What follows belongs to an exercise in optimizing a design on an open flow for small area; a production flow would make more cautious choices. The RTL was checked by simulation tests, not by an equivalence proof against the original design. Power is estimated from default activity; no workload was simulated.

## run 1
==> flow/design.v <==
module pipe_stage #(
    parameter DATA_WD = 32
)(
    input                       clk,
    input                       rst_n,
    input       [DATA_WD-1:0]   din,
    output reg  [DATA_WD-1:0]   dout,
    input                       pre_valid,
    output                      cur_ready,
    output reg                  cur_valid,
    input                       nxt_ready
);
    assign cur_ready = ~cur_valid | nxt_ready;
    always @(posedge clk)
        if (cur_ready)
            dout <= din;
    always @(posedge clk)
        if (~rst_n)
            cur_valid <= 1'b0;
        else if (cur_ready)
            cur_valid <= pre_valid;
endmodule
`timescale 1ns / 1ps
module axi_stream_insert_header_pipe #(
    parameter   DATA_WD = 32,
    parameter   DATA_BYTE_WD = DATA_WD/8,
    parameter   BYTE_CNT_WD = $clog2(DATA_BYTE_WD)
)
(
        input                       clk,
        input                       rst_n,
        input                       valid_in,
        input   [DATA_WD-1:0]       data_in,
        input   [DATA_BYTE_WD-1:0]  keep_in,
        input                       last_in,
        output                      ready_in,
        output                      valid_out,
        output  [DATA_WD-1:0]       data_out,
        output  [DATA_BYTE_WD-1:0]  keep_out,
        output                      last_out,
        input                       ready_out,
        input                       valid_insert,
        input   [DATA_WD-1:0]       data_insert,
        input   [DATA_BYTE_WD-1:0]  keep_insert,
        input   [BYTE_CNT_WD-1:0]   byte_insert_cnt,
        output                      ready_insert
    );
    localparam DW = DATA_WD + DATA_BYTE_WD + 1;
    localparam HW = DATA_WD + DATA_BYTE_WD;
    reg [7:0] cnt_in, cnt_insert, cnt_out;
    wire out_hi  = |cnt_out[7:2];
    wire hdr_sel = ~out_hi & (cnt_out[1:0] <= byte_insert_cnt);
    wire hdr_lt  = ~out_hi & (cnt_out[1:0] <  byte_insert_cnt);
    wire in_hi   = |cnt_in[7:2];
    wire ins_hi  = |cnt_insert[7:2];
    wire in_lt2  = ~in_hi & ~cnt_in[1];
    wire in_lt3  = ~in_hi & ~(cnt_in[1] & cnt_in[0]);
    wire ins_lt1 = ~ins_hi & ~cnt_insert[1] & ~cnt_insert[0];
    wire ins_lt2 = ~ins_hi & ~cnt_insert[1];
    wire [DW-1:0] d1, d2, d3;
    wire v1, v2, v3, r1, r2, r3;
    wire rdy_nxt = in_lt2 | (~hdr_sel & ready_out);
    pipe_stage #(.DATA_WD(DW)) data_st1 (.clk(clk), .rst_n(rst_n),
        .din({data_in, keep_in, last_in}), .dout(d1),
        .pre_valid(valid_in), .cur_ready(r1), .cur_valid(v1), .nxt_ready(r2));
    pipe_stage #(.DATA_WD(DW)) data_st2 (.clk(clk), .rst_n(rst_n),
        .din(d1), .dout(d2),
        .pre_valid(v1), .cur_ready(r2), .cur_valid(v2), .nxt_ready(r3));
    pipe_stage #(.DATA_WD(DW)) data_st3 (.clk(clk), .rst_n(rst_n),
        .din(d2), .dout(d3),
        .pre_valid(v2), .cur_ready(r3), .cur_valid(v3), .nxt_ready(rdy_nxt));
    wire [HW-1:0] h1, h2;
    wire hv1, hv2, hr1, hr2;
    wire hrdy_nxt = ins_lt1 | (hdr_sel & ready_out);
    pipe_stage #(.DATA_WD(HW)) head_st1 (.clk(clk), .rst_n(rst_n),
        .din({data_insert, keep_insert}), .dout(h1),
        .pre_valid(valid_insert), .cur_ready(hr1), .cur_valid(hv1), .nxt_ready(hr2));
    pipe_stage #(.DATA_WD(HW)) head_st2 (.clk(clk), .rst_n(rst_n),
        .din(h1), .dout(h2),
        .pre_valid(hv1), .cur_ready(hr2), .cur_valid(hv2), .nxt_ready(hrdy_nxt));
    assign ready_insert = rst_n & (ins_lt2 | (hdr_lt & hr1));
    assign ready_in     = rst_n & (in_lt3 | (~hdr_lt & r1));
    assign data_out  = hdr_sel ? h2[HW-1:DATA_BYTE_WD] : d3[DW-1:DATA_BYTE_WD+1];
    assign keep_out  = hdr_sel ? h2[DATA_BYTE_WD-1:0]  : d3[DATA_BYTE_WD:1];
    assign last_out  = ~hdr_sel & d3[0] & v3;
    assign valid_out = hdr_sel ? hv2 : v3;
    wire fire_out = valid_out & ready_out;
    wire fire_ins = valid_insert & ready_insert;
    wire fire_in  = valid_in & ready_in;
    wire [8:0] t_out, t_ins, t_in;
    assign t_out[0] = fire_out;
    assign t_ins[0] = fire_ins;
    assign t_in[0]  = fire_in;
    genvar i;
    generate for (i = 0; i < 8; i = i + 1) begin : g_cnt
        assign t_out[i+1] = t_out[i] & cnt_out[i];
        assign t_ins[i+1] = t_ins[i] & cnt_insert[i];
        assign t_in[i+1]  = t_in[i]  & cnt_in[i];
        always @(posedge clk) begin
            cnt_out[i]    <= rst_n & (cnt_out[i]    ^ t_out[i]);
            cnt_insert[i] <= rst_n & (cnt_insert[i] ^ t_ins[i]);
            cnt_in[i]     <= rst_n & (cnt_in[i]     ^ t_in[i]);
        end
    end endgenerate
endmodule
export LEC_CHECK = 0
export CAP_MARGIN = 20
export CORE_MARGIN = 2
export CORE_UTILIZATION = 40
export SLEW_MARGIN = 20
create_clock -name core_clock -period 6.0 [get_ports {clk}]
standard.sh (not shown) runs the stock make flow with config.mk's settings and CLKGATE_MAP_FILE= SYNTH_SCRIPT=/design/flow/synth_recipe.tcl, a recipe that flattens the netlist after the stock synthesis.
==> flow/flow/run.sh <==
#!/bin/bash
# Standard ORFS layout with three changes:
#  - after the standard synthesis, the combinational logic (everything but the
#    flip-flops, which keep their names and cells) is re-mapped by ABC for area
#    (flow/area.abc);
#  - port buffers use the smallest buffer cell;
#  - clock tree synthesis uses the arguments in flow/cts_args.
set -euo pipefail
export BUFFER_PORTS_ARGS="-buffer_cell sky130_fd_sc_hd__buf_1"
export CTS_ARGS="$(cat flow/cts_args)"
R=orfs/results/${FLOW_PLATFORM}/axi_stream_insert_header_pipe/base
LIB=${FLOW_HOME}/platforms/${FLOW_PLATFORM}/lib/sky130_fd_sc_hd__tt_025C_1v80.lib
YOSYS=${FLOW_HOME}/../tools/install/yosys/bin/yosys

bash standard.sh synth > standard_synth.log 2>&1
cp $R/1_2_yosys.v std_synth.v

DONT_USE=""
for c in $(sed -n '/^export DONT_USE_CELLS/,/^#/p' ${FLOW_HOME}/platforms/${FLOW_PLATFORM}/config.mk | grep -o 'sky130_fd_sc_hd__[a-z0-9_]*'); do
  DONT_USE="$DONT_USE -dont_use $c"
done
FLOPS=$(grep -oE '^ *sky130_fd_sc_hd__[a-z0-9_]+' std_synth.v | sort -u | grep -E '__(e|s|se)?df' | tr '\n' ' ')

cat > resyn.ys <<EOY
read_liberty -ignore_miss_func $LIB
blackbox $FLOPS
read_verilog std_synth.v
hierarchy -top ${FLOW_TOP}
flatten
opt_clean -purge
stat -liberty $LIB
abc -liberty $LIB -script flow/area.abc $DONT_USE
opt_clean -purge
setundef -zero
hilomap -singleton -hicell sky130_fd_sc_hd__conb_1 HI -locell sky130_fd_sc_hd__conb_1 LO
splitnets
opt_clean -purge
insbuf -buf sky130_fd_sc_hd__buf_1 A X
opt_clean -purge
rename -hide w:*.*
stat -liberty $LIB
write_verilog -noattr -noexpr -nohex -nodec resyn.v
EOY
$YOSYS -l resyn.log -q resyn.ys > /dev/null 2>&1

cp resyn.v $R/1_2_yosys.v
rm -f $R/1_synth.odb $R/1_synth.sdc
bash standard.sh > standard_flow.log 2>&1
==> flow/flow/area.abc <==
strash
dch -f
amap
topo
==> flow/flow/cts_args <==
-sink_clustering_enable -repair_clock_nets -dont_use_dummy_load -buf_list sky130_fd_sc_hd__clkbuf_8 -sink_clustering_size 22 -sink_clustering_max_diameter 40
The inputs of run 2 differ from those of run 1 as listed below.
==> flow/flow/cts_args <==
-sink_clustering_enable -repair_clock_nets -dont_use_dummy_load -buf_list sky130_fd_sc_hd__clkbuf_4 -sink_clustering_size 12 -sink_clustering_max_diameter 50
## What came out
- Summary of run 2 over run 1: final period utilization now sits at about the same level, routed length per instance decreased about 0.8%, clock power dropped about 28%, clock buffer instance count of the final layout shrank by 2.
- Number of global-route vias before repair shrinks slightly when moving from run 1 to run 2.
- Against run 1, the final cell area of run 2 is lower.
### run 2 -> run 3
Settings: a change of CORE_UTILIZATION from 40 to 65; an added GPL_TIMING_DRIVEN of 0.
Notes after the runs:
- Relative to run 2, global-route wire length before repair has gone down in run 3.
- From run 2 to run 3 the numbers moved as follows: maximum frequency down 13%; area of the die -about 37%.
- Going from run 2 to run 3, number of antenna violations at the first check in global routing shrinks by 1.
Inputs modified between run 3 and run 4:
Settings: putting PLACE_DENSITY at 0.85 where nothing was set; clearing GPL_TIMING_DRIVEN, which used to be 0.
==> flow/flow/cts_args <==
-sink_clustering_enable -repair_clock_nets -dont_use_dummy_load -buf_list sky130_fd_sc_hd__clkbuf_4 -sink_clustering_size 15 -sink_clustering_max_diameter 30
Findings:
- Run 4: portion of the clock cycle consumed by the worst path in the final layout is 11 points lower than what run 3 reported.
- Delta (run 4 minus run 3): number of resized instances in the post-cts repair step roughly the same, post-route cell area -about 0.5%, detailed route wirelength on metal3 rose by about 3.8%, critical path buffer and inverter count down 3.
Relative to run 4, the following input files were edited for run 5:
Settings: a change of CORE_UTILIZATION from 65 to 40; a deleted PLACE_DENSITY that had been 0.85.
==> flow/flow/run.sh <==
#!/bin/bash
# Standard ORFS layout with two changes: port buffers use the smallest buffer
# cell, and clock tree synthesis uses the arguments in flow/cts_args (no dummy
# loads, smaller clock buffers).
set -euo pipefail
export BUFFER_PORTS_ARGS="-buffer_cell sky130_fd_sc_hd__buf_1"
export CTS_ARGS="$(cat flow/cts_args)"
bash standard.sh > standard_flow.log 2>&1
==> flow/flow/cts_args <==
-sink_clustering_enable -repair_clock_nets -dont_use_dummy_load -buf_list sky130_fd_sc_hd__clkbuf_4 -sink_clustering_size 12 -sink_clustering_max_diameter 50
removed: flow/flow/area.abc
### Flow results
Run 5: flow completed, timing, DRC and antenna clean
Run 5 vs. run 4: met3 wire length went down about 20%; number of buffers created by CTS went down 6.
Cell count: run 5 higher than run 4
Run 5: worst-case setup slack after placement is 0.057 ns lower than what run 4 reported.
Compared to run 4, run 5 has worst vdd rail ir drop 0.079 mV lower.
Comparing run 5 and run 4, the lower multi-input gate area in the final layout is on run 4.
Synthesized net count: run 5 higher than run 4
Of the two candidates, run 4 has the better wire length after detailed routing and run 5 the worse one.
When the final numbers for run 5 and run 4 were put side by side, the worst path setup slack after routing turned out to be greater in run 5.

## re-timing with driven ports
How much do the figures lean on ideal ports? The routed layouts below were timed once more, with nothing changed but the port constraints. Step 1 assumes that a clkbuf_16 drives the clock port and a buf_2 every other input. Step 2 also shifts input and output timing later by t, the mid clock arrival at the registers, as if the neighbouring blocks saw the same clock. a / b / c = ideal / step 1 / step 2; a / b = the first two.
run | t, ns | setup WS [ns] | worst register clock-pin slew, ns | worst data-port slew with drivers (ns) | pins driven straight from the clock port
run 1 | 0.533 | 1.186 / 1.142 / 1.142 | 0.09 / 0.09 | 0.06 | 1
run 2 | 0.614 | 1.186 / 1.141 / 1.136 | 0.12 / 0.12 | 0.06 | 1
run 3 | 0.588 | 0.463 / 0.437 / 0.327 | 0.12 / 0.12 | 0.05 | 1
run 4 | 0.617 | 1.140 / 1.117 / 1.110 | 0.10 / 0.10 | 0.07 | 1
run 5 | 0.617 | 1.315 / 1.290 / 1.113 | 0.12 / 0.12 | 0.06 | 1
After both steps every run listed still meets setup and hold. The setup slack of run 5, which loses most, moves by -0.025 ns with the drivers and by -0.202 ns with both steps.
